Background: an optimization exercise with open tools, aiming at small area and a short achievable clock period. Do not read the settings as production practice.
Only simulation tests tie the RTL to the original design; equivalence was not proved.

**design/flow/flow/run.sh**
```bash
#!/bin/bash
# Layout flow: the standard layout (standard.sh, unchanged synthesis) with two
# placement/CTS options changed:
#  - the port buffers start as the smallest buffer (buf_1); timing repair upsizes
#    the ones on critical paths as usual;
#  - clock tree synthesis inserts no dummy loads.
# make's full output goes to standard.log in this folder; each ORFS step also keeps
# its own log under orfs/logs/.
set -euo pipefail
export BUFFER_PORTS_ARGS="-buffer_cell sky130_fd_sc_hd__buf_1"
export CTS_ARGS="-sink_clustering_enable -repair_clock_nets -buf_list {sky130_fd_sc_hd__clkbuf_4 sky130_fd_sc_hd__clkbuf_8} -dont_use_dummy_load"
bash standard.sh > standard.log 2>&1
```
**design/flow/standard.sh**
```bash
#!/bin/bash
# synth_recipe.tcl (not shown) runs the flow's synth.tcl, then flattens the netlist and writes it again
# the make line also repeats each setting of config.mk as NAME=value (left out here)
make -C /OpenROAD-flow-scripts/flow DESIGN_CONFIG=/design/flow/config.mk WORK_HOME=/design/flow/orfs CLKGATE_MAP_FILE= SYNTH_SCRIPT=/design/flow/synth_recipe.tcl "${@:-finish}"
```
**design/flow/config.mk**
```make
export PLATFORM = sky130hd
export DESIGN_NAME = hw8Pipelined
export DESIGN_NICKNAME = hw8Pipelined
export VERILOG_FILES = /design/flow/design.v
export SDC_FILE = /design/flow/constraint.sdc
export NUM_CORES = 4
export LEC_CHECK = 0
export CAP_MARGIN = 20
export CORE_MARGIN = 2
export CORE_UTILIZATION = 65
export CTS_BUF_LIST = sky130_fd_sc_hd__clkbuf_4 sky130_fd_sc_hd__clkbuf_8
export SETUP_SLACK_MARGIN = 2.45
export SLEW_MARGIN = 20
export SYNTH_HIERARCHICAL = 1
export SYNTH_MINIMUM_KEEP_SIZE = 0
export TNS_END_PERCENT = 5
```
**design/flow/constraint.sdc**
```tcl
create_clock -name core_clock -period 5.5 [get_ports {CLK}]
set_input_delay 1.1000 -clock core_clock [delete_from_list [all_inputs] [get_ports {CLK}]]
set_output_delay 1.1000 -clock core_clock [all_outputs]
set_load 0.01 [all_outputs]
```
**design/flow/design.v**
```verilog
module hw8Pipelined        #(parameter WL = 8)
  (input signed [WL-1:0] in1,
   input signed [WL-1:0] in2,
   input signed [WL-1:0] in3,
   input signed [WL-1:0] c1,
   input signed [WL-1:0] c2,
   input signed [WL-1:0] c3,
   input CLK,
   output reg [(WL*2)+1:0] q);
  reg [53:0] r;
  wire p1_0_0 = ~(in1[0] & c1[0]);
  wire p1_0_1 = ~(in1[0] & c1[1]);
  wire p1_0_2 = ~(in1[0] & c1[2]);
  wire p1_0_3 = ~(in1[0] & c1[3]);
  wire p1_0_4 = ~(in1[0] & c1[4]);
  wire p1_0_5 = ~(in1[0] & c1[5]);
  wire p1_0_6 = ~(in1[0] & c1[6]);
  wire p1_0_7 = in1[0] & c1[7];
  wire p1_1_0 = ~(in1[1] & c1[0]);
  wire p1_1_1 = ~(in1[1] & c1[1]);
  wire p1_1_2 = ~(in1[1] & c1[2]);
  wire p1_1_3 = ~(in1[1] & c1[3]);
  wire p1_1_4 = ~(in1[1] & c1[4]);
  wire p1_1_5 = ~(in1[1] & c1[5]);
  wire p1_1_6 = ~(in1[1] & c1[6]);
  wire p1_1_7 = in1[1] & c1[7];
  wire p1_2_0 = ~(in1[2] & c1[0]);
  wire p1_2_1 = ~(in1[2] & c1[1]);
  wire p1_2_2 = ~(in1[2] & c1[2]);
  wire p1_2_3 = ~(in1[2] & c1[3]);
  wire p1_2_4 = ~(in1[2] & c1[4]);
  wire p1_2_5 = ~(in1[2] & c1[5]);
  wire p1_2_6 = ~(in1[2] & c1[6]);
  wire p1_2_7 = in1[2] & c1[7];
  wire p1_3_0 = ~(in1[3] & c1[0]);
  wire p1_3_1 = ~(in1[3] & c1[1]);
  wire p1_3_2 = ~(in1[3] & c1[2]);
  wire p1_3_3 = ~(in1[3] & c1[3]);
  wire p1_3_4 = ~(in1[3] & c1[4]);
  wire p1_3_5 = ~(in1[3] & c1[5]);
  wire p1_3_6 = ~(in1[3] & c1[6]);
  wire p1_3_7 = in1[3] & c1[7];
  wire p1_4_0 = ~(in1[4] & c1[0]);
  wire p1_4_1 = ~(in1[4] & c1[1]);
  wire p1_4_2 = ~(in1[4] & c1[2]);
  wire p1_4_3 = ~(in1[4] & c1[3]);
  wire p1_4_4 = ~(in1[4] & c1[4]);
  wire p1_4_5 = ~(in1[4] & c1[5]);
  wire p1_4_6 = ~(in1[4] & c1[6]);
  wire p1_4_7 = in1[4] & c1[7];
  wire p1_5_0 = ~(in1[5] & c1[0]);
  wire p1_5_1 = ~(in1[5] & c1[1]);
  wire p1_5_2 = ~(in1[5] & c1[2]);
  wire p1_5_3 = ~(in1[5] & c1[3]);
  wire p1_5_4 = ~(in1[5] & c1[4]);
  wire p1_5_5 = ~(in1[5] & c1[5]);
  wire p1_5_6 = ~(in1[5] & c1[6]);
  wire p1_5_7 = in1[5] & c1[7];
  wire p1_6_0 = ~(in1[6] & c1[0]);
  wire p1_6_1 = ~(in1[6] & c1[1]);
  wire p1_6_2 = ~(in1[6] & c1[2]);
  wire p1_6_3 = ~(in1[6] & c1[3]);
  wire p1_6_4 = ~(in1[6] & c1[4]);
  wire p1_6_5 = ~(in1[6] & c1[5]);
  wire p1_6_6 = ~(in1[6] & c1[6]);
  wire p1_6_7 = in1[6] & c1[7];
  wire p1_7_0 = in1[7] & c1[0];
  wire p1_7_1 = in1[7] & c1[1];
  wire p1_7_2 = in1[7] & c1[2];
  wire p1_7_3 = in1[7] & c1[3];
  wire p1_7_4 = in1[7] & c1[4];
  wire p1_7_5 = in1[7] & c1[5];
  wire p1_7_6 = in1[7] & c1[6];
  wire p1_7_7 = ~(in1[7] & c1[7]);
  wire p2_0_0 = ~(in2[0] & c2[0]);
  wire p2_0_1 = ~(in2[0] & c2[1]);
  wire p2_0_2 = ~(in2[0] & c2[2]);
  wire p2_0_3 = ~(in2[0] & c2[3]);
  wire p2_0_4 = ~(in2[0] & c2[4]);
  wire p2_0_5 = ~(in2[0] & c2[5]);
  wire p2_0_6 = ~(in2[0] & c2[6]);
  wire p2_0_7 = in2[0] & c2[7];
  wire p2_1_0 = ~(in2[1] & c2[0]);
  wire p2_1_1 = ~(in2[1] & c2[1]);
  wire p2_1_2 = ~(in2[1] & c2[2]);
  wire p2_1_3 = ~(in2[1] & c2[3]);
  wire p2_1_4 = ~(in2[1] & c2[4]);
  wire p2_1_5 = ~(in2[1] & c2[5]);
  wire p2_1_6 = ~(in2[1] & c2[6]);
  wire p2_1_7 = in2[1] & c2[7];
  wire p2_2_0 = ~(in2[2] & c2[0]);
  wire p2_2_1 = ~(in2[2] & c2[1]);
  wire p2_2_2 = ~(in2[2] & c2[2]);
  wire p2_2_3 = ~(in2[2] & c2[3]);
  wire p2_2_4 = ~(in2[2] & c2[4]);
  wire p2_2_5 = ~(in2[2] & c2[5]);
  wire p2_2_6 = ~(in2[2] & c2[6]);
  wire p2_2_7 = in2[2] & c2[7];
  wire p2_3_0 = ~(in2[3] & c2[0]);
  wire p2_3_1 = ~(in2[3] & c2[1]);
  wire p2_3_2 = ~(in2[3] & c2[2]);
  wire p2_3_3 = ~(in2[3] & c2[3]);
  wire p2_3_4 = ~(in2[3] & c2[4]);
  wire p2_3_5 = ~(in2[3] & c2[5]);
  wire p2_3_6 = ~(in2[3] & c2[6]);
  wire p2_3_7 = in2[3] & c2[7];
  wire p2_4_0 = ~(in2[4] & c2[0]);
  wire p2_4_1 = ~(in2[4] & c2[1]);
  wire p2_4_2 = ~(in2[4] & c2[2]);
  wire p2_4_3 = ~(in2[4] & c2[3]);
  wire p2_4_4 = ~(in2[4] & c2[4]);
  wire p2_4_5 = ~(in2[4] & c2[5]);
  wire p2_4_6 = ~(in2[4] & c2[6]);
  wire p2_4_7 = in2[4] & c2[7];
  wire p2_5_0 = ~(in2[5] & c2[0]);
  wire p2_5_1 = ~(in2[5] & c2[1]);
  wire p2_5_2 = ~(in2[5] & c2[2]);
  wire p2_5_3 = ~(in2[5] & c2[3]);
  wire p2_5_4 = ~(in2[5] & c2[4]);
  wire p2_5_5 = ~(in2[5] & c2[5]);
  wire p2_5_6 = ~(in2[5] & c2[6]);
  wire p2_5_7 = in2[5] & c2[7];
  wire p2_6_0 = ~(in2[6] & c2[0]);
  wire p2_6_1 = ~(in2[6] & c2[1]);
  wire p2_6_2 = ~(in2[6] & c2[2]);
  wire p2_6_3 = ~(in2[6] & c2[3]);
  wire p2_6_4 = ~(in2[6] & c2[4]);
  wire p2_6_5 = ~(in2[6] & c2[5]);
  wire p2_6_6 = ~(in2[6] & c2[6]);
  wire p2_6_7 = in2[6] & c2[7];
  wire p2_7_0 = in2[7] & c2[0];
  wire p2_7_1 = in2[7] & c2[1];
  wire p2_7_2 = in2[7] & c2[2];
  wire p2_7_3 = in2[7] & c2[3];
  wire p2_7_4 = in2[7] & c2[4];
  wire p2_7_5 = in2[7] & c2[5];
  wire p2_7_6 = in2[7] & c2[6];
  wire p2_7_7 = ~(in2[7] & c2[7]);
  wire p3_0_0 = ~(in3[0] & c3[0]);
  wire p3_0_1 = ~(in3[0] & c3[1]);
  wire p3_0_2 = ~(in3[0] & c3[2]);
  wire p3_0_3 = ~(in3[0] & c3[3]);
  wire p3_0_4 = ~(in3[0] & c3[4]);
  wire p3_0_5 = ~(in3[0] & c3[5]);
  wire p3_0_6 = ~(in3[0] & c3[6]);
  wire p3_0_7 = in3[0] & c3[7];
  wire p3_1_0 = ~(in3[1] & c3[0]);
  wire p3_1_1 = ~(in3[1] & c3[1]);
  wire p3_1_2 = ~(in3[1] & c3[2]);
  wire p3_1_3 = ~(in3[1] & c3[3]);
  wire p3_1_4 = ~(in3[1] & c3[4]);
  wire p3_1_5 = ~(in3[1] & c3[5]);
  wire p3_1_6 = ~(in3[1] & c3[6]);
  wire p3_1_7 = in3[1] & c3[7];
  wire p3_2_0 = ~(in3[2] & c3[0]);
  wire p3_2_1 = ~(in3[2] & c3[1]);
  wire p3_2_2 = ~(in3[2] & c3[2]);
  wire p3_2_3 = ~(in3[2] & c3[3]);
  wire p3_2_4 = ~(in3[2] & c3[4]);
  wire p3_2_5 = ~(in3[2] & c3[5]);
  wire p3_2_6 = ~(in3[2] & c3[6]);
  wire p3_2_7 = in3[2] & c3[7];
  wire p3_3_0 = ~(in3[3] & c3[0]);
  wire p3_3_1 = ~(in3[3] & c3[1]);
  wire p3_3_2 = ~(in3[3] & c3[2]);
  wire p3_3_3 = ~(in3[3] & c3[3]);
  wire p3_3_4 = ~(in3[3] & c3[4]);
  wire p3_3_5 = ~(in3[3] & c3[5]);
  wire p3_3_6 = ~(in3[3] & c3[6]);
  wire p3_3_7 = in3[3] & c3[7];
  wire p3_4_0 = ~(in3[4] & c3[0]);
  wire p3_4_1 = ~(in3[4] & c3[1]);
  wire p3_4_2 = ~(in3[4] & c3[2]);
  wire p3_4_3 = ~(in3[4] & c3[3]);
  wire p3_4_4 = ~(in3[4] & c3[4]);
  wire p3_4_5 = ~(in3[4] & c3[5]);
  wire p3_4_6 = ~(in3[4] & c3[6]);
  wire p3_4_7 = in3[4] & c3[7];
  wire p3_5_0 = ~(in3[5] & c3[0]);
  wire p3_5_1 = ~(in3[5] & c3[1]);
  wire p3_5_2 = ~(in3[5] & c3[2]);
  wire p3_5_3 = ~(in3[5] & c3[3]);
  wire p3_5_4 = ~(in3[5] & c3[4]);
  wire p3_5_5 = ~(in3[5] & c3[5]);
  wire p3_5_6 = ~(in3[5] & c3[6]);
  wire p3_5_7 = in3[5] & c3[7];
  wire p3_6_0 = ~(in3[6] & c3[0]);
  wire p3_6_1 = ~(in3[6] & c3[1]);
  wire p3_6_2 = ~(in3[6] & c3[2]);
  wire p3_6_3 = ~(in3[6] & c3[3]);
  wire p3_6_4 = ~(in3[6] & c3[4]);
  wire p3_6_5 = ~(in3[6] & c3[5]);
  wire p3_6_6 = ~(in3[6] & c3[6]);
  wire p3_6_7 = in3[6] & c3[7];
  wire p3_7_0 = in3[7] & c3[0];
  wire p3_7_1 = in3[7] & c3[1];
  wire p3_7_2 = in3[7] & c3[2];
  wire p3_7_3 = in3[7] & c3[3];
  wire p3_7_4 = in3[7] & c3[4];
  wire p3_7_5 = in3[7] & c3[5];
  wire p3_7_6 = in3[7] & c3[6];
  wire p3_7_7 = ~(in3[7] & c3[7]);
  wire s1, k2;
  fa_cell u2 (.a(p1_0_0), .b(p2_0_0), .c(p3_0_0), .s(s1), .co(k2));
  wire s3, k4;
  fa_cell u4 (.a(p1_0_1), .b(p1_1_0), .c(p2_0_1), .s(s3), .co(k4));
  wire s5, k6;
  fa_cell u6 (.a(p2_1_0), .b(p3_0_1), .c(p3_1_0), .s(s5), .co(k6));
  wire s7, k8;
  fa_cell u8 (.a(k2), .b(s3), .c(s5), .s(s7), .co(k8));
  wire s9, k10;
  fa_cell u10 (.a(p1_0_2), .b(p1_1_1), .c(p1_2_0), .s(s9), .co(k10));
  wire s11, k12;
  fa_cell u12 (.a(p2_0_2), .b(p2_1_1), .c(p2_2_0), .s(s11), .co(k12));
  wire s13, k14;
  fa_cell u14 (.a(p3_0_2), .b(p3_1_1), .c(p3_2_0), .s(s13), .co(k14));
  wire s15, k16;
  fa_cell u16 (.a(k4), .b(k6), .c(s11), .s(s15), .co(k16));
  wire s17, k18;
  fa_cell u18 (.a(s13), .b(s9), .c(k8), .s(s17), .co(k18));
  wire s19, k20;
  fa_cell u20 (.a(p1_0_3), .b(p1_1_2), .c(p1_2_1), .s(s19), .co(k20));
  wire s21, k22;
  fa_cell u22 (.a(p1_3_0), .b(p2_0_3), .c(p2_1_2), .s(s21), .co(k22));
  wire s23, k24;
  fa_cell u24 (.a(p2_2_1), .b(p2_3_0), .c(p3_0_3), .s(s23), .co(k24));
  wire s25, k26;
  fa_cell u26 (.a(p3_1_2), .b(p3_2_1), .c(p3_3_0), .s(s25), .co(k26));
  wire s27, k28;
  fa_cell u28 (.a(k10), .b(k12), .c(k14), .s(s27), .co(k28));
  wire s29, k30;
  fa_cell u30 (.a(s19), .b(s21), .c(s23), .s(s29), .co(k30));
  wire s31, k32;
  fa_cell u32 (.a(s25), .b(k16), .c(s27), .s(s31), .co(k32));
  wire s33, k34;
  fa_cell u34 (.a(s29), .b(k18), .c(s31), .s(s33), .co(k34));
  wire s35, k36;
  fa_cell u36 (.a(p1_0_4), .b(p1_1_3), .c(p1_2_2), .s(s35), .co(k36));
  wire s37, k38;
  fa_cell u38 (.a(p1_3_1), .b(p1_4_0), .c(p2_0_4), .s(s37), .co(k38));
  wire s39, k40;
  fa_cell u40 (.a(p2_1_3), .b(p2_2_2), .c(p2_3_1), .s(s39), .co(k40));
  wire s41, k42;
  fa_cell u42 (.a(p2_4_0), .b(p3_0_4), .c(p3_1_3), .s(s41), .co(k42));
  wire s43, k44;
  fa_cell u44 (.a(p3_2_2), .b(p3_3_1), .c(p3_4_0), .s(s43), .co(k44));
  wire s45, k46;
  fa_cell u46 (.a(k20), .b(k22), .c(k24), .s(s45), .co(k46));
  wire s47, k48;
  fa_cell u48 (.a(k26), .b(s35), .c(s37), .s(s47), .co(k48));
  wire s49, k50;
  fa_cell u50 (.a(s39), .b(s41), .c(s43), .s(s49), .co(k50));
  wire s51, k52;
  fa_cell u52 (.a(k28), .b(k30), .c(s45), .s(s51), .co(k52));
  wire s53, k54;
  fa_cell u54 (.a(s47), .b(s49), .c(k32), .s(s53), .co(k54));
  wire s55, k56;
  fa_cell u56 (.a(p1_0_5), .b(p1_1_4), .c(p1_2_3), .s(s55), .co(k56));
  wire s57, k58;
  fa_cell u58 (.a(p1_3_2), .b(p1_4_1), .c(p1_5_0), .s(s57), .co(k58));
  wire s59, k60;
  fa_cell u60 (.a(p2_0_5), .b(p2_1_4), .c(p2_2_3), .s(s59), .co(k60));
  wire s61, k62;
  fa_cell u62 (.a(p2_3_2), .b(p2_4_1), .c(p2_5_0), .s(s61), .co(k62));
  wire s63, k64;
  fa_cell u64 (.a(p3_0_5), .b(p3_1_4), .c(p3_2_3), .s(s63), .co(k64));
  wire s65, k66;
  fa_cell u66 (.a(p3_3_2), .b(p3_4_1), .c(p3_5_0), .s(s65), .co(k66));
  wire s67, k68;
  fa_cell u68 (.a(k36), .b(k38), .c(k40), .s(s67), .co(k68));
  wire s69, k70;
  fa_cell u70 (.a(k42), .b(k44), .c(s55), .s(s69), .co(k70));
  wire s71, k72;
  fa_cell u72 (.a(s57), .b(s59), .c(s61), .s(s71), .co(k72));
  wire s73, k74;
  fa_cell u74 (.a(s63), .b(s65), .c(k46), .s(s73), .co(k74));
  wire s75, k76;
  fa_cell u76 (.a(k48), .b(k50), .c(s67), .s(s75), .co(k76));
  wire s77, k78;
  fa_cell u78 (.a(s69), .b(s71), .c(k52), .s(s77), .co(k78));
  wire s79, k80;
  fa_cell u80 (.a(p1_0_6), .b(p1_1_5), .c(p1_2_4), .s(s79), .co(k80));
  wire s81, k82;
  fa_cell u82 (.a(p1_3_3), .b(p1_4_2), .c(p1_5_1), .s(s81), .co(k82));
  wire s83, k84;
  fa_cell u84 (.a(p1_6_0), .b(p2_0_6), .c(p2_1_5), .s(s83), .co(k84));
  wire s85, k86;
  fa_cell u86 (.a(p2_2_4), .b(p2_3_3), .c(p2_4_2), .s(s85), .co(k86));
  wire s87, k88;
  fa_cell u88 (.a(p2_5_1), .b(p2_6_0), .c(p3_0_6), .s(s87), .co(k88));
  wire s89, k90;
  fa_cell u90 (.a(p3_1_5), .b(p3_2_4), .c(p3_3_3), .s(s89), .co(k90));
  wire s91, k92;
  fa_cell u92 (.a(p3_4_2), .b(p3_5_1), .c(p3_6_0), .s(s91), .co(k92));
  wire s93, k94;
  fa_cell u94 (.a(k56), .b(k58), .c(k60), .s(s93), .co(k94));
  wire s95, k96;
  fa_cell u96 (.a(k62), .b(k64), .c(k66), .s(s95), .co(k96));
  wire s97, k98;
  fa_cell u98 (.a(s79), .b(s81), .c(s83), .s(s97), .co(k98));
  wire s99, k100;
  fa_cell u100 (.a(s85), .b(s87), .c(s89), .s(s99), .co(k100));
  wire s101, k102;
  fa_cell u102 (.a(s91), .b(k68), .c(k70), .s(s101), .co(k102));
  wire s103, k104;
  fa_cell u104 (.a(k72), .b(s93), .c(s95), .s(s103), .co(k104));
  wire s105, k106;
  fa_cell u106 (.a(s97), .b(s99), .c(k74), .s(s105), .co(k106));
  wire s107, k108;
  fa_cell u108 (.a(k76), .b(s101), .c(s103), .s(s107), .co(k108));
  wire s109, k110;
  fa_cell u110 (.a(p1_1_6), .b(p1_2_5), .c(p1_3_4), .s(s109), .co(k110));
  wire s111, k112;
  fa_cell u112 (.a(p1_4_3), .b(p1_5_2), .c(p1_6_1), .s(s111), .co(k112));
  wire s113, k114;
  fa_cell u114 (.a(p2_1_6), .b(p2_2_5), .c(p2_3_4), .s(s113), .co(k114));
  wire s115, k116;
  fa_cell u116 (.a(p2_4_3), .b(p2_5_2), .c(p2_6_1), .s(s115), .co(k116));
  wire s117, k118;
  fa_cell u118 (.a(p3_1_6), .b(p3_2_5), .c(p3_3_4), .s(s117), .co(k118));
  wire s119, k120;
  fa_cell u120 (.a(p3_4_3), .b(p3_5_2), .c(p3_6_1), .s(s119), .co(k120));
  wire s121, k122;
  fa_cell u122 (.a(p1_0_7), .b(p1_7_0), .c(p2_0_7), .s(s121), .co(k122));
  wire s123, k124;
  fa_cell u124 (.a(p2_7_0), .b(p3_0_7), .c(p3_7_0), .s(s123), .co(k124));
  wire s125, k126;
  fa_cell u126 (.a(k80), .b(k82), .c(k84), .s(s125), .co(k126));
  wire s127, k128;
  fa_cell u128 (.a(k86), .b(k88), .c(k90), .s(s127), .co(k128));
  wire s129, k130;
  fa_cell u130 (.a(k92), .b(s109), .c(s111), .s(s129), .co(k130));
  wire s131, k132;
  fa_cell u132 (.a(s113), .b(s115), .c(s117), .s(s131), .co(k132));
  wire s133, k134;
  fa_cell u134 (.a(s119), .b(s121), .c(s123), .s(s133), .co(k134));
  wire s135, k136;
  fa_cell u136 (.a(k100), .b(k94), .c(k96), .s(s135), .co(k136));
  wire s137, k138;
  fa_cell u138 (.a(k98), .b(s125), .c(s127), .s(s137), .co(k138));
  wire s139, k140;
  fa_cell u140 (.a(s129), .b(s131), .c(s133), .s(s139), .co(k140));
  wire s141, k142;
  fa_cell u142 (.a(k102), .b(k104), .c(s135), .s(s141), .co(k142));
  wire s143, k144;
  ha_cell u144 (.a(p1_2_6), .b(p1_3_5), .s(s143), .co(k144));
  wire s145, k146;
  fa_cell u146 (.a(p1_4_4), .b(p1_5_3), .c(p1_6_2), .s(s145), .co(k146));
  wire s147, k148;
  fa_cell u148 (.a(p2_2_6), .b(p2_3_5), .c(p2_4_4), .s(s147), .co(k148));
  wire s149, k150;
  fa_cell u150 (.a(p2_5_3), .b(p2_6_2), .c(p3_2_6), .s(s149), .co(k150));
  wire s151, k152;
  fa_cell u152 (.a(p3_3_5), .b(p3_4_4), .c(p3_5_3), .s(s151), .co(k152));
  wire s153, k154;
  fa_cell u154 (.a(p3_6_2), .b(p1_1_7), .c(p1_7_1), .s(s153), .co(k154));
  wire s155, k156;
  fa_cell u156 (.a(p2_1_7), .b(p2_7_1), .c(p3_1_7), .s(s155), .co(k156));
  wire s157, k158;
  fa_cell u158 (.a(p3_7_1), .b(s143), .c(k110), .s(s157), .co(k158));
  wire s159, k160;
  fa_cell u160 (.a(k112), .b(k114), .c(k116), .s(s159), .co(k160));
  wire s161, k162;
  fa_cell u162 (.a(k118), .b(k120), .c(s145), .s(s161), .co(k162));
  wire s163, k164;
  fa_cell u164 (.a(s147), .b(s149), .c(s151), .s(s163), .co(k164));
  wire s165, k166;
  fa_cell u166 (.a(k122), .b(k124), .c(s153), .s(s165), .co(k166));
  wire s167, k168;
  fa_cell u168 (.a(s155), .b(k126), .c(k128), .s(s167), .co(k168));
  wire s169, k170;
  fa_cell u170 (.a(k130), .b(k132), .c(s157), .s(s169), .co(k170));
  wire s171, k172;
  fa_cell u172 (.a(s159), .b(s161), .c(s163), .s(s171), .co(k172));
  wire s173, k174;
  fa_cell u174 (.a(k134), .b(s165), .c(k136), .s(s173), .co(k174));
  wire s175, k176;
  fa_cell u176 (.a(k138), .b(s167), .c(s169), .s(s175), .co(k176));
  wire s177, k178;
  ha_cell u178 (.a(p1_3_6), .b(p1_4_5), .s(s177), .co(k178));
  wire s179, k180;
  fa_cell u180 (.a(p1_5_4), .b(p1_6_3), .c(p2_3_6), .s(s179), .co(k180));
  wire s181, k182;
  fa_cell u182 (.a(p2_4_5), .b(p2_5_4), .c(p2_6_3), .s(s181), .co(k182));
  wire s183, k184;
  fa_cell u184 (.a(p3_3_6), .b(p3_4_5), .c(p3_5_4), .s(s183), .co(k184));
  wire s185, k186;
  fa_cell u186 (.a(p3_6_3), .b(p1_2_7), .c(p1_7_2), .s(s185), .co(k186));
  wire s187, k188;
  fa_cell u188 (.a(p2_2_7), .b(p2_7_2), .c(p3_2_7), .s(s187), .co(k188));
  wire s189, k190;
  fa_cell u190 (.a(p3_7_2), .b(k144), .c(s177), .s(s189), .co(k190));
  wire s191, k192;
  fa_cell u192 (.a(k146), .b(k148), .c(k150), .s(s191), .co(k192));
  wire s193, k194;
  fa_cell u194 (.a(k152), .b(s179), .c(s181), .s(s193), .co(k194));
  wire s195, k196;
  fa_cell u196 (.a(s183), .b(k154), .c(k156), .s(s195), .co(k196));
  wire s197, k198;
  fa_cell u198 (.a(s185), .b(s187), .c(s189), .s(s197), .co(k198));
  wire s199, k200;
  fa_cell u200 (.a(k158), .b(k160), .c(k162), .s(s199), .co(k200));
  wire s201, k202;
  fa_cell u202 (.a(k164), .b(s191), .c(s193), .s(s201), .co(k202));
  wire s203, k204;
  fa_cell u204 (.a(k166), .b(s195), .c(s197), .s(s203), .co(k204));
  wire s205, k206;
  fa_cell u206 (.a(k168), .b(k170), .c(k172), .s(s205), .co(k206));
  wire s207, k208;
  fa_cell u208 (.a(p1_4_6), .b(p1_5_5), .c(p1_6_4), .s(s207), .co(k208));
  wire s209, k210;
  fa_cell u210 (.a(p2_4_6), .b(p2_5_5), .c(p2_6_4), .s(s209), .co(k210));
  wire s211, k212;
  fa_cell u212 (.a(p3_4_6), .b(p3_5_5), .c(p3_6_4), .s(s211), .co(k212));
  wire s213, k214;
  fa_cell u214 (.a(p1_3_7), .b(p1_7_3), .c(p2_3_7), .s(s213), .co(k214));
  wire s215, k216;
  fa_cell u216 (.a(p2_7_3), .b(p3_3_7), .c(p3_7_3), .s(s215), .co(k216));
  wire s217, k218;
  fa_cell u218 (.a(k178), .b(k180), .c(k182), .s(s217), .co(k218));
  wire s219, k220;
  fa_cell u220 (.a(k184), .b(s207), .c(s209), .s(s219), .co(k220));
  wire s221, k222;
  fa_cell u222 (.a(s211), .b(k186), .c(k188), .s(s221), .co(k222));
  wire s223, k224;
  fa_cell u224 (.a(s213), .b(s215), .c(k190), .s(s223), .co(k224));
  wire s225, k226;
  fa_cell u226 (.a(k192), .b(k194), .c(s217), .s(s225), .co(k226));
  wire s227, k228;
  fa_cell u228 (.a(s219), .b(k196), .c(s221), .s(s227), .co(k228));
  wire s229, k230;
  fa_cell u230 (.a(k198), .b(s223), .c(k200), .s(s229), .co(k230));
  wire s231, k232;
  fa_cell u232 (.a(p1_5_6), .b(p1_6_5), .c(p2_5_6), .s(s231), .co(k232));
  wire s233, k234;
  fa_cell u234 (.a(p2_6_5), .b(p3_5_6), .c(p3_6_5), .s(s233), .co(k234));
  wire s235, k236;
  fa_cell u236 (.a(p1_4_7), .b(p1_7_4), .c(p2_4_7), .s(s235), .co(k236));
  wire s237, k238;
  fa_cell u238 (.a(p2_7_4), .b(p3_4_7), .c(p3_7_4), .s(s237), .co(k238));
  wire s239, k240;
  fa_cell u240 (.a(k208), .b(k210), .c(k212), .s(s239), .co(k240));
  wire s241, k242;
  fa_cell u242 (.a(s231), .b(s233), .c(k214), .s(s241), .co(k242));
  wire s243, k244;
  fa_cell u244 (.a(k216), .b(s235), .c(s237), .s(s243), .co(k244));
  wire s245, k246;
  fa_cell u246 (.a(k218), .b(k220), .c(s239), .s(s245), .co(k246));
  wire s247, k248;
  fa_cell u248 (.a(k222), .b(s241), .c(s243), .s(s247), .co(k248));
  wire s249, k250;
  fa_cell u250 (.a(k224), .b(k226), .c(s245), .s(s249), .co(k250));
  wire s251, k252;
  fa_cell u252 (.a(p1_6_6), .b(p2_6_6), .c(p3_6_6), .s(s251), .co(k252));
  wire s253, k254;
  fa_cell u254 (.a(p1_5_7), .b(p1_7_5), .c(p2_5_7), .s(s253), .co(k254));
  wire s255, k256;
  fa_cell u256 (.a(p2_7_5), .b(p3_5_7), .c(p3_7_5), .s(s255), .co(k256));
  wire s257, k258;
  fa_cell u258 (.a(k232), .b(k234), .c(s251), .s(s257), .co(k258));
  wire s259, k260;
  fa_cell u260 (.a(k236), .b(k238), .c(s253), .s(s259), .co(k260));
  wire s261, k262;
  fa_cell u262 (.a(s255), .b(k240), .c(s257), .s(s261), .co(k262));
  wire s263, k264;
  fa_cell u264 (.a(k242), .b(k244), .c(s259), .s(s263), .co(k264));
  wire s265, k266;
  fa_cell u266 (.a(p1_6_7), .b(p1_7_6), .c(p2_6_7), .s(s265), .co(k266));
  wire s267, k268;
  fa_cell u268 (.a(p2_7_6), .b(p3_6_7), .c(p3_7_6), .s(s267), .co(k268));
  wire s269, k270;
  fa_cell u270 (.a(k252), .b(k254), .c(k256), .s(s269), .co(k270));
  wire s271, k272;
  fa_cell u272 (.a(s265), .b(s267), .c(k258), .s(s271), .co(k272));
  wire s273, k274;
  fa_cell u274 (.a(k260), .b(s269), .c(k262), .s(s273), .co(k274));
  wire s275, k276;
  fa_cell u276 (.a(p1_7_7), .b(p2_7_7), .c(p3_7_7), .s(s275), .co(k276));
  wire s277, k278;
  fa_cell u278 (.a(s275), .b(k266), .c(k268), .s(s277), .co(k278));
  wire s279, k280;
  fa_cell u280 (.a(k270), .b(s277), .c(k272), .s(s279), .co(k280));
  wire s281, k282;
  ha_cell u282 (.a(k276), .b(k278), .s(s281), .co(k282));
  wire s283, k284;
  xnor_cell xs283 (.a(s15), .b(s17), .y(s283));
  or_cell ok284 (.a(s15), .b(s17), .y(k284));
  wire s285, k286;
  xnor_cell xs285 (.a(r[15]), .b(r[16]), .y(s285));
  or_cell ok286 (.a(r[15]), .b(r[16]), .y(k286));
  wire s287, k288;
  fa_cell u288 (.a(r[20]), .b(r[21]), .c(r[22]), .s(s287), .co(k288));
  wire s289, k290;
  fa_cell u290 (.a(r[25]), .b(r[26]), .c(r[27]), .s(s289), .co(k290));
  wire s291, k292;
  xnor_cell xs291 (.a(r[28]), .b(r[29]), .y(s291));
  or_cell ok292 (.a(r[28]), .b(r[29]), .y(k292));
  wire s293, k294;
  fa_cell u294 (.a(r[31]), .b(r[32]), .c(r[33]), .s(s293), .co(k294));
  wire s295, k296;
  fa_cell u296 (.a(r[34]), .b(r[35]), .c(r[36]), .s(s295), .co(k296));
  wire s297, k298;
  fa_cell u298 (.a(r[37]), .b(r[38]), .c(r[39]), .s(s297), .co(k298));
  wire s299, k300;
  fa_cell u300 (.a(r[41]), .b(r[42]), .c(r[43]), .s(s299), .co(k300));
  wire s301, k302;
  xnor_cell xs301 (.a(r[10]), .b(r[11]), .y(s301));
  or_cell ok302 (.a(r[10]), .b(r[11]), .y(k302));
  wire s303, k304;
  xnor_cell xs303 (.a(r[12]), .b(r[13]), .y(s303));
  or_cell ok304 (.a(r[12]), .b(r[13]), .y(k304));
  wire s305, k306;
  fa_cell u306 (.a(r[17]), .b(r[18]), .c(r[19]), .s(s305), .co(k306));
  wire s307, k308;
  fa_cell u308 (.a(r[23]), .b(r[24]), .c(k286), .s(s307), .co(k308));
  wire s309, k310;
  fa_cell u310 (.a(r[30]), .b(s291), .c(k288), .s(s309), .co(k310));
  wire s311, k312;
  fa_cell u312 (.a(k292), .b(k290), .c(s293), .s(s311), .co(k312));
  wire s313, k314;
  fa_cell u314 (.a(r[40]), .b(k294), .c(k296), .s(s313), .co(k314));
  wire s315, k316;
  fa_cell u316 (.a(r[44]), .b(r[45]), .c(k298), .s(s315), .co(k316));
  wire s317, k318;
  fa_cell u318 (.a(r[46]), .b(r[47]), .c(r[48]), .s(s317), .co(k318));
  wire s319, k320;
  xnor_cell xs319 (.a(r[5]), .b(r[6]), .y(s319));
  or_cell ok320 (.a(r[5]), .b(r[6]), .y(k320));
  wire s321, k322;
  fa_cell u322 (.a(r[8]), .b(r[9]), .c(s301), .s(s321), .co(k322));
  wire s323, k324;
  fa_cell u324 (.a(r[14]), .b(k302), .c(s303), .s(s323), .co(k324));
  wire s325, k326;
  fa_cell u326 (.a(k304), .b(s285), .c(s305), .s(s325), .co(k326));
  wire s327, k328;
  fa_cell u328 (.a(k306), .b(s287), .c(s307), .s(s327), .co(k328));
  wire s329, k330;
  fa_cell u330 (.a(s289), .b(k308), .c(s309), .s(s329), .co(k330));
  wire s331, k332;
  fa_cell u332 (.a(s295), .b(k310), .c(s311), .s(s331), .co(k332));
  wire s333, k334;
  fa_cell u334 (.a(s297), .b(k312), .c(s313), .s(s333), .co(k334));
  wire s335, k336;
  fa_cell u336 (.a(s299), .b(k314), .c(s315), .s(s335), .co(k336));
  wire s337, k338;
  fa_cell u338 (.a(k300), .b(s317), .c(k316), .s(s337), .co(k338));
  wire s339, k340;
  fa_cell u340 (.a(r[49]), .b(r[50]), .c(k318), .s(s339), .co(k340));
  wire s341, k342;
  xnor_cell xs341 (.a(r[51]), .b(r[52]), .y(s341));
  or_cell ok342 (.a(r[51]), .b(r[52]), .y(k342));
  wire [53:0] r_d = {k282, s281, k280, s279, k274, s273, k264, s271, k250, s263, k248, s261, k246, s249, k230, s247, k228, s229, k206, k204, s227, s225, k202, s205, k176, k174, s203, s201, s199, s175, s173, k142, k140, s171, s141, k108, k106, s139, s137, s107, s105, k78, s77, k54, s75, s73, s53, k34, s51, k284, s33, s283, s7, s1};
  wire [17:0] sum_a = {~1'b0, ~r[53], ~s341, ~s339, ~k336, ~k334, ~k332, ~k330, ~k328, ~k326, ~k324, ~k322, ~k320, ~r[7], ~r[3], ~r[2], ~r[1], ~r[0]};
  wire [17:0] sum_b = {1'b0, ~k342, ~k340, ~k338, ~s337, ~s335, ~s333, ~s331, ~s329, ~s327, ~s325, ~s323, ~s321, ~s319, ~r[4], 1'b0, 1'b0, 1'b0};
  wire [17:0] q_d;
  wire y343;
  and_11_0 uy343 (.a(r[3]), .b(r[4]), .y(y343));
  wire y344;
  xor_cell uy344 (.a(r[3]), .b(r[4]), .y(y344));
  wire y345;
  and_11_0 uy345 (.a(r[7]), .b(s319), .y(y345));
  wire y346;
  xor_cell uy346 (.a(r[7]), .b(s319), .y(y346));
  wire y347;
  and_11_0 uy347 (.a(k320), .b(s321), .y(y347));
  wire y348;
  xor_cell uy348 (.a(k320), .b(s321), .y(y348));
  wire y349;
  and_11_0 uy349 (.a(k322), .b(s323), .y(y349));
  wire y350;
  xor_cell uy350 (.a(k322), .b(s323), .y(y350));
  wire y351;
  and_11_0 uy351 (.a(k324), .b(s325), .y(y351));
  wire y352;
  xor_cell uy352 (.a(k324), .b(s325), .y(y352));
  wire y353;
  and_11_0 uy353 (.a(k326), .b(s327), .y(y353));
  wire y354;
  xor_cell uy354 (.a(k326), .b(s327), .y(y354));
  wire y355;
  and_11_0 uy355 (.a(k328), .b(s329), .y(y355));
  wire y356;
  xor_cell uy356 (.a(k328), .b(s329), .y(y356));
  wire y357;
  and_11_0 uy357 (.a(k330), .b(s331), .y(y357));
  wire y358;
  xor_cell uy358 (.a(k330), .b(s331), .y(y358));
  wire y359;
  and_11_0 uy359 (.a(k332), .b(s333), .y(y359));
  wire y360;
  xor_cell uy360 (.a(k332), .b(s333), .y(y360));
  wire y361;
  and_11_0 uy361 (.a(k334), .b(s335), .y(y361));
  wire y362;
  xor_cell uy362 (.a(k334), .b(s335), .y(y362));
  wire y363;
  and_11_0 uy363 (.a(k336), .b(s337), .y(y363));
  wire y364;
  xor_cell uy364 (.a(k336), .b(s337), .y(y364));
  wire y365;
  and_11_0 uy365 (.a(s339), .b(k338), .y(y365));
  wire y366;
  xor_cell uy366 (.a(s339), .b(k338), .y(y366));
  wire y367;
  and_11_0 uy367 (.a(s341), .b(k340), .y(y367));
  wire y368;
  xor_cell uy368 (.a(s341), .b(k340), .y(y368));
  wire y369;
  and_11_0 uy369 (.a(r[53]), .b(k342), .y(y369));
  wire y370;
  xor_cell uy370 (.a(r[53]), .b(k342), .y(y370));
  wire y371;
  and_01_1 uy371 (.a(y344), .b(r[2]), .y(y371));
  wire y372;
  ao21_000_1 uy372 (.a(y347), .b(y348), .c(y345), .y(y372));
  wire y373;
  and_00_1 uy373 (.a(y348), .b(y346), .y(y373));
  wire y374;
  ao21_000_1 uy374 (.a(y351), .b(y352), .c(y349), .y(y374));
  wire y375;
  and_00_1 uy375 (.a(y352), .b(y350), .y(y375));
  wire y376;
  ao21_000_1 uy376 (.a(y355), .b(y356), .c(y353), .y(y376));
  wire y377;
  and_00_1 uy377 (.a(y356), .b(y354), .y(y377));
  wire y378;
  ao21_000_1 uy378 (.a(y359), .b(y360), .c(y357), .y(y378));
  wire y379;
  and_00_1 uy379 (.a(y360), .b(y358), .y(y379));
  wire y380;
  ao21_000_1 uy380 (.a(y363), .b(y364), .c(y361), .y(y380));
  wire y381;
  and_00_1 uy381 (.a(y364), .b(y362), .y(y381));
  wire y382;
  ao21_000_1 uy382 (.a(y367), .b(y368), .c(y365), .y(y382));
  wire y383;
  and_00_1 uy383 (.a(y368), .b(y366), .y(y383));
  wire y384;
  ao21_111_0 uy384 (.a(y374), .b(y375), .c(y372), .y(y384));
  wire y385;
  and_11_0 uy385 (.a(y375), .b(y373), .y(y385));
  wire y386;
  ao21_111_0 uy386 (.a(y378), .b(y379), .c(y376), .y(y386));
  wire y387;
  and_11_0 uy387 (.a(y379), .b(y377), .y(y387));
  wire y388;
  ao21_111_0 uy388 (.a(y382), .b(y383), .c(y380), .y(y388));
  wire y389;
  and_11_0 uy389 (.a(y383), .b(y381), .y(y389));
  wire y390;
  ao21_000_1 uy390 (.a(y384), .b(y385), .c(y343), .y(y390));
  wire y391;
  ao21_000_1 uy391 (.a(y388), .b(y389), .c(y386), .y(y391));
  wire y392;
  and_00_1 uy392 (.a(y389), .b(y387), .y(y392));
  wire y393;
  ao21_111_0 uy393 (.a(y391), .b(y392), .c(y390), .y(y393));
  wire y394;
  ao21_001_1 uy394 (.a(y386), .b(y387), .c(y390), .y(y394));
  wire y395;
  ao21_110_0 uy395 (.a(y372), .b(y373), .c(y343), .y(y395));
  wire y396;
  ao21_111_0 uy396 (.a(y376), .b(y377), .c(y390), .y(y396));
  wire y397;
  ao21_111_0 uy397 (.a(y380), .b(y381), .c(y394), .y(y397));
  wire y398;
  ao21_000_1 uy398 (.a(y369), .b(y370), .c(y393), .y(y398));
  wire y399;
  ao21_000_1 uy399 (.a(y345), .b(y346), .c(y343), .y(y399));
  wire y400;
  ao21_000_1 uy400 (.a(y349), .b(y350), .c(y395), .y(y400));
  wire y401;
  ao21_001_1 uy401 (.a(y353), .b(y354), .c(y390), .y(y401));
  wire y402;
  ao21_000_1 uy402 (.a(y357), .b(y358), .c(y396), .y(y402));
  wire y403;
  ao21_001_1 uy403 (.a(y361), .b(y362), .c(y394), .y(y403));
  wire y404;
  ao21_000_1 uy404 (.a(y365), .b(y366), .c(y397), .y(y404));
  wire y405;
  ao21_000_1 uy405 (.a(y369), .b(y370), .c(y393), .y(y405));
  wire y406;
  xor_cell uy406 (.a(y346), .b(y343), .y(y406));
  wire y407;
  xnor_cell uy407 (.a(y348), .b(y399), .y(y407));
  wire y408;
  xor_cell uy408 (.a(y350), .b(y395), .y(y408));
  wire y409;
  xnor_cell uy409 (.a(y352), .b(y400), .y(y409));
  wire y410;
  xnor_cell uy410 (.a(y354), .b(y390), .y(y410));
  wire y411;
  xnor_cell uy411 (.a(y356), .b(y401), .y(y411));
  wire y412;
  xor_cell uy412 (.a(y358), .b(y396), .y(y412));
  wire y413;
  xnor_cell uy413 (.a(y360), .b(y402), .y(y413));
  wire y414;
  xnor_cell uy414 (.a(y362), .b(y394), .y(y414));
  wire y415;
  xnor_cell uy415 (.a(y364), .b(y403), .y(y415));
  wire y416;
  xor_cell uy416 (.a(y366), .b(y397), .y(y416));
  wire y417;
  xnor_cell uy417 (.a(y368), .b(y404), .y(y417));
  wire y418;
  xor_cell uy418 (.a(y370), .b(y393), .y(y418));
  assign q_d = {y405, y418, y417, y416, y415, y414, y413, y412, y411, y410, y409, y408, y407, y406, y344, ~r[2], ~r[1], ~r[0]};
  always @(posedge CLK) begin
    r <= r_d;
    q <= q_d;
  end
endmodule
module fa_cell (input a, input b, input c, output s, output co);
  assign s = a ^ b ^ c;
  assign co = (a & b) | (a & c) | (b & c);
endmodule
module ha_cell (input a, input b, output s, output co);
  assign s = a ^ b;
  assign co = a & b;
endmodule
module xnor_cell (input a, input b, output y);
  assign y = ~(a ^ b);
endmodule
module or_cell (input a, input b, output y);
  assign y = a | b;
endmodule
module and_00_1 (input a, input b, output y);
  assign y = ~(a & b);
endmodule
module and_01_1 (input a, input b, output y);
  assign y = ~(a & ~b);
endmodule
module and_11_0 (input a, input b, output y);
  assign y = ~a & ~b;
endmodule
module ao21_000_1 (input a, input b, input c, output y);
  assign y = ~(a | (b & c));
endmodule
module ao21_001_1 (input a, input b, input c, output y);
  assign y = ~(a | (b & ~c));
endmodule
module ao21_110_0 (input a, input b, input c, output y);
  assign y = ~a | (~b & c);
endmodule
module ao21_111_0 (input a, input b, input c, output y);
  assign y = ~a | (~b & ~c);
endmodule
module xor_cell (input a, input b, output y);
  assign y = a ^ b;
endmodule
```
==> run notes, run 1 <==
Post-DRT Antenna Nets: 0
Hpwl dp: 12300 um
Bufs and invs on worst path: 1
Die H: 103 um
Final GP Congestion: 0.994
FF+latch count, synth: 72
Buffers on Ports: 66
Layout cells sized above 1: 0.167
Grt ovf: 0
Mapped cell area: 0.00631 sq mm
CP Cell Sequence: buf_2, nand2_1, fa_1, fa_1, fa_1, fa_1
Antenna violations before repair: 0
Setup TNS: 0 ps
Most frequent cells in the layout: nand2_1 (152), fa_1 (139), dfxtp_1 (72), and2_1 (42), buf_2 (28)
CP arrival: 3330 ps
Clock transition at the registers of the reported paths: 70 ps
CP max stage delay: 520 ps
Drt first pass iters: 5
Slowest cell on the critical path: fa_1
Outcome: timing/DRC/antenna clean
Met2 GRT Util: 0.482
Final instance area: 0.00688 sq mm
Gr busiest metal: met2
TritonCTS Buffers: 9
Via count: 4108
Commonest non-fill, non-tap cell in the layout: nand2_1
Total routed wirelength: 14700 um
Met3 usage: 0.111
Mean Syn Cell Area: 11.6 sq um
GRT Total Usage: 0.312
Post-synth top area cell: fa_1
Hold Path Class: register to register
Fin. max-slew vios: 0
GR Util met1: 0.435
CTS tree: built
First-pass GRT wire length: 23500 um
Peak Freq: 321 MHz
Final Hold Viols: 0
Syn nets: 755
Rows: 35
Most frequent CP cell: fa_1
Synth top area cells: fa_1 (51%), dfxtp_1 (23%), nand2_1 (9.3%), and2_1 (4.2%), xor2_1 (2.6%)
Seq/Total Area, Yosys: 0.229
Req. time, crit path: 5710 ps
Crit-path max FO: 8
Worst setup SP type: input port
CP endpoint kind: register
Initial DRC count: 306
Setup Buffers After CTS: 0
DP Area: 0.00663 sq mm
Largest net degree at the start of global routing: 14
Antenna fix cells: 0
Max-slew headroom: 0.669
Critical path type: input port to register
Clock root buffer master: clkbuf_8
Worst-Skew Late Latency: 340 ps
Clock Sink Count: 72
Wire per inst: 20.2 um
Remaining DRCs: 0
CTS HTree Levels: 3
Core Region: 0.00933 sq mm
Yosys top cell area share: 0.511
Part of the cycle the worst path needs: 0.567
Number of global-route vias before repair: 4438
Final setup fails: 0
CTS Hold Bufs: 0
Initial core utilization: 0.676
Longest Clk Path Bufs: 2
Post-synth cell types: 14
RSZ-0062 raised after global routing: true
Max Cap Violations: 0
Area delta synth->final: 9.05%
Worst-margin pin slew: 496 ps
Synth warn: 7
Fin crit period: 3120 ps
Critical path's top delay family: adder cells
Worst clock skew: 17.3 ps
Via/cell ratio: 5.65
Nets: 813
Die area: 0.0105 sq mm
Post-Syn Instances: 542
I/O pin cnt: 67
Die W: 103 um
-- per-module statistics from Yosys, one instance, submodules excluded, a selection --
module | flops+latches | cells inside | times used | cell area [sq um]
fa_cell | 0 | 1 | 161 | 20.0
ao21_001_1 | 0 | 2 | 3 | 12.5
ao21_110_0 | 0 | 2 | 1 | 12.5
ao21_000_1 | 0 | 1 | 13 | 8.76
xor_cell | 0 | 1 | 19 | 8.76
or_cell | 0 | 1 | 7 | 6.26
and_00_1 | 0 | 1 | 7 | 3.75
-- synth_stat cells, drive strengths merged --
cell type / count
buf: 19
nor2: 17
a21oi: 16
inv: 7
or2: 7
dfxtp: 72
fa: 161
and2: 42
xor2: 19
nand2: 157
ha: 3
xnor2: 15
o21ai: 7
-- path summary, 6_finish.rpt --
path	start	end	slack, ps	depth (start not counted)
worst max-delay path	in2[4]	r[40]	2380	6
worst max register to register	r[31]	q[15]	2480	10
worst min register to register	r[2]	q[2]	360	1
worst min-delay path	r[2]	q[2]	360	1
-- per-stage QoR --
step / util / hold WS, ps / std cells / setup WS (ps)
floorplan: - / 338 / 542 / 2270
global placement: 0.711 / 338 / 718 / 1850
detailed placement: 0.711 / 345 / 718 / 1820
CTS: 0.732 / 360 / 727 / 2410
global route: 0.737 / 373 / 727 / 2330
finish: 0.737 / 360 / 727 / 2380
-- state kept, by name, indices dropped and copies added (netlist names) --
| name | flops |
|---|---|
| q | 18 |
| r | 54 |
-- logic make-up (layout without fill, tap and decap cells) --
group           count (synthesis)  after routing  synth area share
simple gates                  223            223             0.152
fa+ha+maj                     164            164             0.517
flops                          72             72             0.229
xor+xnor                       34             34            0.0472
buf+inv                        26             82            0.0268
compound gates                 23             23            0.0284
-- layout make-up --
class / count / area, sq um
clock buffer: 9 / 124
fill: 699 / 2450
inverter: 7 / 26.3
multi-input combinational: 444 / 4790
sequential: 72 / 1440
tap: 129 / 161
timing repair buffer: 66 / 335
-- per-layer routing --
| metal | part of all wire | vias up | wire [um] |
|---|---|---|---|
| met5 | 0 | - | 0 |
| met4 | 0.018 | 0 | 269 |
| met3 | 0.11 | 36 | 1670 |
| met2 | 0.46 | 261 | 6760 |
| met1 | 0.41 | 2067 | 5970 |
| li1 | - | 1744 | - |
-- worst reg2reg max path: stages (launching register included) --
cell	delay [ps]
dfxtp_1	320
fa_1	550
fa_1	420
fa_1	560
xor2_2	230
nand2_1	140
o21ai_2	190
a21oi_2	70
o21ai_1	240
a21oi_2	90
xnor2_1	120
-- repair_timing --
item,CTS,global route
pin swaps,0,2
resized for setup,48,17
endpoints found under the setup margin,30,22
==> run 2: changes to the inputs <==
--- a/design/flow/config.mk
+++ b/design/flow/config.mk
@@ -11,2 +11,3 @@
 export CTS_BUF_LIST = sky130_fd_sc_hd__clkbuf_4 sky130_fd_sc_hd__clkbuf_8
+export PLACE_DENSITY = 0.75
 export SETUP_SLACK_MARGIN = 2.45
==> run 2 against run 1 <==
Still clean on timing, DRC and antenna; die area unchanged; maximum frequency increased by 1.5%; critical path depth unchanged; design area increased by 2.7%; hold slack got worse by 2.0 ps; global-route usage decreased by 0.53 points; clock skew increased by 9.3 ps.
==> run notes, run 2 <==
I/O pin cnt: 67 (unchanged)
Worst-margin pin slew: 437 ps (-59.7 ps)
Final GP Congestion: 1.01 (+1.9%)
Clock Sink Count: 72 (unchanged)
Seq/Total Area, Yosys: 0.229 (unchanged)
Buffers on Ports: 66 (unchanged)
Drt first pass iters: 5 (unchanged)
Main synth FF type: dfxtp_1
Fin crit period: 3070 ps (-47.4 ps)
Setup TNS: 0 ps (unchanged)
Layout cells sized above 1: 0.219 (+0.0513)
Fin. max-slew vios: 0 (unchanged)
Peak Freq: 326 MHz (+1.5%)
TritonCTS Buffers: 9 (unchanged)
CP arrival: 3270 ps (-60 ps)
Mean Syn Cell Area: 11.6 sq um (unchanged)
Critical path type: input port to register
Yosys top cell area share: 0.511 (unchanged)
Via/cell ratio: 5.62 (-0.60%)
Mapped cell area: 0.00631 sq mm (unchanged)
Antenna violations before repair: 0 (unchanged)
Final setup fails: 0 (unchanged)
Req. time, crit path: 5700 ps (about the same)
Max Cap Violations: 0 (unchanged)
Area delta synth->final: 12.0%
Longest Clk Path Bufs: 2 (unchanged)
Max-slew headroom: 0.708 (+0.0387)
CTS HTree Levels: 3 (unchanged)
Rows: 35 (unchanged)
Clock root buffer master: clkbuf_8
Die area: 0.0105 sq mm (unchanged)
EDFF count, synth: 0 (unchanged)
Post-DRT Antenna Nets: 0 (unchanged)
Async set-reset flop share out of synthesis: 0 (unchanged)
Worst clock skew: 26.6 ps (+9.27 ps)
CTS tree: built
Worst-Skew Late Latency: 350 ps (about the same)
Nets: 819 (+0.74%)
Core Region: 0.00933 sq mm (unchanged)
Initial DRC count: 263 (-14%)
Share of the core filled with cells: 0.757 (+0.0200)
Wire per inst: 19.7 um (-2.5%)
Outcome: timing/DRC/antenna clean
Total routed wirelength: 14400 um (-1.7%)
Synth top area cells: fa_1 (51%), dfxtp_1 (23%), nand2_1 (9.3%), and2_1 (4.2%), xor2_1 (2.6%)
Die H: 103 um (unchanged)
Crit-path max FO: 8 (unchanged)
GRT Total Usage: 0.306 (-0.00527)
First-pass GRT wire length: 23100 um (-1.7%)
Initial core utilization: 0.676 (unchanged)
FF+latch count, synth: 72 (unchanged)
Most frequent cells after synthesis: fa_1 (161), nand2_1 (157), dfxtp_1 (72)
Remaining DRCs: 0 (unchanged)
Part of the cycle the worst path needs: 0.558 (-0.00862)
Commonest non-fill, non-tap cell in the layout: nand2_1
Most frequent cells in the layout: nand2_1 (142), fa_1 (127), dfxtp_1 (72), and2_1 (42), fa_2 (34)
Worst setup SP type: input port
Syn nets: 755 (unchanged)
CP endpoint kind: register
Via count: 4117 (+0.22%)
Post-Syn Instances: 542 (unchanged)
Hold Path Class: register to register
Number of global-route vias before repair: 4437 (-0.023%)
Post-synth cell types: 14 (unchanged)
Synth warn: 7 (unchanged)
Die W: 103 um (unchanged)
Post-synth top area cell: fa_1
RSZ-0062 raised after global routing: true
CTS Hold Bufs: 0 (unchanged)
Top reg by flops: r
Antenna fix cells: 0 (unchanged)
Grt ovf: 0 (unchanged)
Most common cell in the netlist: fa_1
Clock transition at the registers of the reported paths: 60 ps (about the same)
Hpwl dp: 12000 um (-2.0%)
Max reg flops: 54 (unchanged)
Top Registers: r (54), q (18)
Largest net degree at the start of global routing: 14 (unchanged)
Final Hold Viols: 0 (unchanged)
[run 2: cell count changes in the layout (fill, tap and decap cells not counted), moves of 2 or more]
cell	delta
buf_2	-18
nand2_1	-10
fa_2	+12
xor2_2	+2
xor2_1	-2
clkbuf_4	+8
buf_4	+16
fa_1	-12
nand2_2	+10
[run 2: timing repair]
action	CTS	global route
cloned	0	0
resized for setup	46	79
buffers inserted	0	6
pin swaps	0	29
endpoints found under the setup margin	29	24
[run 2: metrics by stage]
| step | hold slack, ps | instances | cell area [sq um] | setup slack [ps] |
|---|---|---|---|---|
| 6_report | 358 | 733 | 7060 | 2430 |
| 2_1_floorplan | 338 | 542 | 6370 | 2270 |
| 3_3_place_gp | 339 | 718 | 6630 | 1880 |
| 5_1_grt | 369 | 733 | 7060 | 2400 |
| 4_1_cts | 360 | 727 | 6830 | 2410 |
| 3_5_place_dp | 345 | 718 | 6630 | 1830 |
[run 2: final timing paths]
kind	from	end	slack, ps	cells past startpoint
max	c2[1]	r[24]	2430	6
min	r[1]	q[1]	360	1
max reg2reg	r[31]	q[16]	2510	11
min reg2reg	r[1]	q[1]	360	1
[run 2: cells by family (layout without fill, tap and decap cells)]
family	count (synthesis)	count (layout)	share of synthesized area
compound gates	23	23	0.0284
xor+xnor	34	34	0.0472
fa+ha+maj	164	164	0.517
buf+inv	26	88	0.0268
flops	72	72	0.229
simple gates	223	223	0.152
[run 2: routing by layer]
layer	part of all wire	vias up	global-route usage
li1	-	1751	-
met1	0.41	2106	0.437
met2	0.46	233	0.465
met3	0.11	27	0.0997
met4	0.016	0	0.0810
met5	0	-	0
[run 2: critical path, stage by stage]
cell and delay, ps:
buf_2 180, nand2_1 110, fa_1 510, fa_2 420, fa_1 530, fa_1 410
[run 2: cell type report]
cell class / count / area (sq um)
multi-input combinational: 444 / 4890
fill: 633 / 2260
sequential: 72 / 1440
timing repair buffer: 72 / 425
tap: 129 / 161
clock buffer: 9 / 124
inverter: 7 / 26.3
[run 2: Yosys stat by module (local to each module, per instance), excerpt]
module / cell area [sq um] / cells inside
and_11_0: 3.75 / 1
ao21_111_0: 5.00 / 1
and_00_1: 3.75 / 1
or_cell: 6.26 / 1
ha_cell: 12.5 / 1
xnor_cell: 8.76 / 1
fa_cell: 20.0 / 1
ao21_110_0: 12.5 / 2
ao21_001_1: 12.5 / 2
hw8Pipelined: 2420 / 286
xor_cell: 8.76 / 1

-- separate check: timing with driven ports --
In the flow no input, the clock included, has a driving cell. The finished layouts below were timed again as built, in two steps. Step 1, drivers: a clkbuf_16 drives CLK and a buf_2 each remaining input, both assumed. Step 2 times the ports against the registers' clock, not the clock port: input delays grow and output delays shrink by t, the midpoint of the rising clock arrivals with the driver on. Three values: no drivers, after step 1, after step 2; two values: the first two.
run	t (ns)	setup WS [ns]	worst setup path at the end	clock arrival spread, ns	worst data-port slew with drivers (ns)
run 1	0.371	2.384 / 2.394 / 2.023	input to register	0.018 / 0.018	0.03
run 2	0.366	2.431 / 2.440 / 2.074	input to register	0.027 / 0.027	0.04
After both steps every run listed still meets setup and hold. The setup slack of run 1, which loses most, moves by +0.010 ns with the drivers and by -0.361 ns with both steps.
